Context: an optimization exercise on an open-source flow, tuned for small area, a short achievable clock period and few clock cycles per item. The choices shown serve that exercise and are no tape-out recipe. At most, simulation tests tie the RTL to the original design; equivalence was not proved. Power is estimated from default activity; no workload was simulated.

==> flow/design.v <==
module apb_slave (
  input  logic        PCLK,
  input  logic        PRESETn,
  input  logic [31:0] PADDR,
  input  logic        PSEL,
  input  logic        PENABLE,
  input  logic        PWRITE,
  input  logic [31:0] PWDATA,
  output logic [31:0] PRDATA,
  output logic        PREADY,
  output logic        PSLVERR
);
  logic [15:0] [31:0] registers;
  logic [15:0]        written;
  logic [15:0]        wen;
  logic        addr_valid;
  logic [15:0] addr_dec;
  assign addr_valid = (PADDR[31:6] == 0);
  assign addr_dec   = 16'b1 << PADDR[5:2];
  always_ff @(posedge PCLK or negedge PRESETn) begin
    if (!PRESETn) begin
      wen        <= '0;
      written    <= '0;
    end else begin
      wen        <= (PSEL && !PENABLE && PWRITE && addr_valid) ? addr_dec : 16'b0;
      written    <= written | wen;
    end
  end
  always_ff @(posedge PCLK) begin
    for (int i = 0; i < 16; i++)
      if (wen[i])
        registers[i] <= PWDATA;
  end
  logic [31:0] rdata;
  logic [3:0][15:0] rsel;
  for (genvar g = 0; g < 4; g++) begin : g_rsel
    apb_rsel u_rsel (.idx(PADDR[5:2]), .written(written), .sel(rsel[g]));
  end
  for (genvar b = 0; b < 32; b++) begin : g_rd
    logic [15:0] s;
    logic [5:0]  p;
    logic [1:0]  h;
    assign s = rsel[b / 8];
    for (genvar k = 0; k < 5; k++) begin : g_p
      apb_aoi222 u_p (.a(s[3*k]), .b(registers[3*k][b]), .c(s[3*k+1]), .d(registers[3*k+1][b]),
                      .e(s[3*k+2]), .f(registers[3*k+2][b]), .y(p[k]));
    end
    assign p[5] = !(s[15] && registers[15][b]);
    apb_nand3 u_h0 (.a(p[0]), .b(p[1]), .c(p[2]), .y(h[0]));
    apb_nand3 u_h1 (.a(p[3]), .b(p[4]), .c(p[5]), .y(h[1]));
    assign rdata[b] = h[0] | h[1];
  end
  always_ff @(posedge PCLK) begin
    PRDATA  <= rdata;
    PSLVERR <= !addr_valid;
  end
  assign PREADY = 1'b1;
endmodule
module apb_rsel (
  input  logic [3:0]  idx,
  input  logic [15:0] written,
  output logic [15:0] sel
);
  assign sel = (16'b1 << idx) & written;
endmodule
module apb_aoi222 (input logic a, b, c, d, e, f, output logic y);
  assign y = !((a && b) || (c && d) || (e && f));
endmodule
module apb_nand3 (input logic a, b, c, output logic y);
  assign y = !(a && b && c);
endmodule
clock: 5.0 ns
lec_check: 0
cap_margin: 20
core_margin: 2
core_utilization: 40
cts_cluster_diameter: 100
cts_cluster_size: 30
setup_slack_margin: 3.0
slew_margin: 20
synth_hierarchical: 1
standard.sh (not shown) runs the stock make flow with config.mk's settings and CLKGATE_MAP_FILE= SYNTH_SCRIPT=/design/flow/synth_recipe.tcl, a recipe that flattens the netlist after the stock synthesis.
==> flow/flow/run.sh <==
#!/bin/bash
# The standard layout, with every port buffered by a plain buf_1 (ORFS's
# buffer_ports otherwise picks a delay cell); repair_timing resizes as needed.
set -euo pipefail
bash standard.sh finish "BUFFER_PORTS_ARGS=-buffer_cell sky130_fd_sc_hd__buf_1" > standard.log 2>&1
The baseline ran to the end with no violations.
Then changed:
--- a/flow/design.v
+++ b/flow/design.v
@@ -29,21 +29,19 @@
   always_ff @(posedge PCLK) begin
     for (int i = 0; i < 16; i++)
       if (wen[i])
         registers[i] <= PWDATA;
   end
   logic [31:0] rdata;
-  logic [3:0][15:0] rsel;
-  for (genvar g = 0; g < 4; g++) begin : g_rsel
-    apb_rsel u_rsel (.idx(PADDR[5:2]), .written(written), .sel(rsel[g]));
-  end
+  logic [15:0] rsel;
+  apb_rsel u_rsel (.idx(PADDR[5:2]), .written(written), .sel(rsel));
   for (genvar b = 0; b < 32; b++) begin : g_rd
     logic [15:0] s;
     logic [5:0]  p;
     logic [1:0]  h;
-    assign s = rsel[b / 8];
+    assign s = rsel;
     for (genvar k = 0; k < 5; k++) begin : g_p
       apb_aoi222 u_p (.a(s[3*k]), .b(registers[3*k][b]), .c(s[3*k+1]), .d(registers[3*k+1][b]),
                       .e(s[3*k+2]), .f(registers[3*k+2][b]), .y(p[k]));
     end
     assign p[5] = !(s[15] && registers[15][b]);
     apb_nand3 u_h0 (.a(p[0]), .b(p[1]), .c(p[2]), .y(h[0]));
Die area fell by about 2.2%.
Cell count is lower by 2.7%.
Power increases by 0.54%.
Combinational power fell by about 5%.
Via count came out higher by about 4%.
No run of this note included a check of the RTL's function; only the layout flow was run.

v4:
apb_slave, a different RTL version from the one above (not shown whole).
Size in the first run: about 980 cells after synthesis, roughly 580 flip-flops, ~100 I/O pins, ~0.020 mm^2 of cells after synthesis.
Design apb_slave, start of the top module:
module apb_slave (
  input  logic        PCLK,
  input  logic        PRESETn,
  input  logic [31:0] PADDR,
  input  logic        PSEL,
  input  logic        PENABLE,
  input  logic        PWRITE,
  input  logic [31:0] PWDATA,
  output logic [31:0] PRDATA,
  output logic        PREADY,
  output logic        PSLVERR
);
==> module apb_slave, before the edit <==
module apb_slave (
  input  logic        PCLK,
  input  logic        PRESETn,
  input  logic [31:0] PADDR,
  input  logic        PSEL,
  input  logic        PENABLE,
  input  logic        PWRITE,
  input  logic [31:0] PWDATA,
  output logic [31:0] PRDATA,
  output logic        PREADY,
  output logic        PSLVERR
);
  logic [15:0] [31:0] registers;
  logic [15:0]        written;
  logic [15:0]        wen;
  logic        addr_valid;
  logic [15:0] addr_dec;
  assign addr_valid = (PADDR[31:6] == 0);
  assign addr_dec   = 16'b1 << PADDR[5:2];
  always_ff @(posedge PCLK or negedge PRESETn) begin
    if (!PRESETn) begin
      wen        <= '0;
      written    <= '0;
    end else begin
      wen        <= (PSEL && !PENABLE && PWRITE && addr_valid) ? addr_dec : 16'b0;
      written    <= written | wen;
    end
  end
  always_ff @(posedge PCLK) begin
    for (int i = 0; i < 16; i++)
      if (wen[i])
        registers[i] <= PWDATA;
  end
  logic [31:0] rdata;
  logic [15:0] rsel_lo, rsel_hi;
  apb_rsel u_rsel_lo (.idx(PADDR[5:2]), .written(written), .sel(rsel_lo));
  apb_rsel u_rsel_hi (.idx(PADDR[5:2]), .written(written), .sel(rsel_hi));
  for (genvar b = 0; b < 32; b++) begin : g_rd
    logic [15:0] s;
    logic [5:0]  p;
    logic [1:0]  h;
    assign s = (b < 16) ? rsel_lo : rsel_hi;
    for (genvar k = 0; k < 5; k++) begin : g_p
      apb_aoi222 u_p (.a(s[3*k]), .b(registers[3*k][b]), .c(s[3*k+1]), .d(registers[3*k+1][b]),
                      .e(s[3*k+2]), .f(registers[3*k+2][b]), .y(p[k]));
    end
    assign p[5] = !(s[15] && registers[15][b]);
    apb_nand3 u_h0 (.a(p[0]), .b(p[1]), .c(p[2]), .y(h[0]));
    apb_nand3 u_h1 (.a(p[3]), .b(p[4]), .c(p[5]), .y(h[1]));
    assign rdata[b] = h[0] | h[1];
  end
  always_ff @(posedge PCLK) begin
    PRDATA  <= rdata;
    PSLVERR <= !addr_valid;
  end
  assign PREADY = 1'b1;
endmodule
==> module apb_aoi222, before the edit <==
module apb_aoi222 (input logic a, b, c, d, e, f, output logic y);
  assign y = !((a && b) || (c && d) || (e && f));
endmodule
==> module apb_nand3, before the edit <==
module apb_nand3 (input logic a, b, c, output logic y);
  assign y = !(a && b && c);
endmodule
clock: 5.0 ns
lec_check: 0
cap_margin: 20
core_margin: 2
core_utilization: 40
cts_cluster_diameter: 100
cts_cluster_size: 30
setup_slack_margin: 3.0
slew_margin: 20
synth_hierarchical: 1
Scripts as last shown in full above: flow/flow/run.sh
Testbench counts of v4, summed over its fixed seeds: cycles 32,000, transfers 16,000.
The following lists how v11 was set up differently from v4:
==> flow/design.v <==
module apb_slave (
  input  logic        PCLK,
  input  logic        PRESETn,
  input  logic [31:0] PADDR,
  input  logic        PSEL,
  input  logic        PENABLE,
  input  logic        PWRITE,
  input  logic [31:0] PWDATA,
  output logic [31:0] PRDATA,
  output logic        PREADY,
  output logic        PSLVERR
);
  logic [15:0] [31:0] registers;
  logic [15:0]        written;
  logic [15:0]        wen;
  logic        addr_valid;
  logic [15:0] addr_dec;
  assign addr_valid = (PADDR[31:6] == 0);
  assign addr_dec   = 16'b1 << PADDR[5:2];
  always_ff @(posedge PCLK or negedge PRESETn) begin
    if (!PRESETn) begin
      wen        <= '0;
      written    <= '0;
    end else begin
      wen        <= (PSEL && !PENABLE && PWRITE && addr_valid) ? addr_dec : 16'b0;
      written    <= written | wen;
    end
  end
  always_ff @(posedge PCLK) begin
    for (int i = 0; i < 16; i++)
      if (wen[i])
        registers[i] <= PWDATA;
  end
  logic [31:0] rdata;
  logic [3:0][15:0] rsel;
  for (genvar g = 0; g < 4; g++) begin : g_rsel
    apb_rsel u_rsel (.idx(PADDR[5:2]), .written(written), .sel(rsel[g]));
  end
  always_comb begin
    rdata = '0;
    for (int i = 0; i < 16; i++)
      for (int b = 0; b < 32; b++)
        rdata[b] = rdata[b] | (registers[i][b] & rsel[b / 8][i]);
  end
  always_ff @(posedge PCLK) begin
    PRDATA  <= rdata;
    PSLVERR <= !addr_valid;
  end
  assign PREADY = 1'b1;
endmodule
module apb_rsel (
  input  logic [3:0]  idx,
  input  logic [15:0] written,
  output logic [15:0] sel
);
  assign sel = (16'b1 << idx) & written;
endmodule
Notes after the runs:
Going from v4 to v11, final clock skew down 3.2 ps; number of search-and-repair iterations in the first detailed-routing pass down 4; height of the die up about 1.8%.
The count of buffers not belonging to the clock network in the layout of v11 exceeds that of v4 by 18.
Between v4 and v11, the flow reports leakage power increasing by a few percent.
Of v11 and v4, v4 shows the lower compound-gate portion of the synthesized area, with v11 above it.
As of v11, area of the mapped netlist had risen by a few percent compared to v4.
Relative to v4, utilization increased by 0.51 points in v11.
Compared with v4, v11 shows a higher global-route wire length before repair.
The RTL of v11 was laid out without a check of its function.

port drivers added, routing unchanged:
Ports are ideal in the flow. The routed layouts listed here were re-timed in OpenROAD.
Step 1 (the two cells are an assumption about what drives the block):
set clk [get_ports {PCLK}]
set_driving_cell -lib_cell sky130_fd_sc_hd__clkbuf_16 $clk
set_driving_cell -lib_cell sky130_fd_sc_hd__buf_2 [delete_from_list [all_inputs] $clk]
Step 2 moves the port delays by t, midway between the first and last clock arrival at a register: inputs arrive t later, outputs are due t later. That takes back most of the time a late clock gives input paths.
Slacks: no drivers / after step 1 / after step 2; pairs: no drivers / after step 1.
| run | t, ns | setup WS [ns] | worst slew at a driven data input, ns |
|---|---|---|---|
| the first run of note 1 | 0.623 | 2.921 / 2.885 / 2.305 | 0.06 |
| the second run of note 1 | 0.638 | 2.916 / 2.860 / 2.323 | 0.11 |
| v4 | 0.631 | 2.935 / 2.880 / 2.376 | 0.09 |
| v11 | 0.624 | 2.946 / 2.890 / 2.403 | 0.07 |
After both steps setup and hold are still met in every run listed. The setup slack of the first run of note 1, which loses most, moves by -0.036 ns with the drivers and by -0.616 ns with both steps.
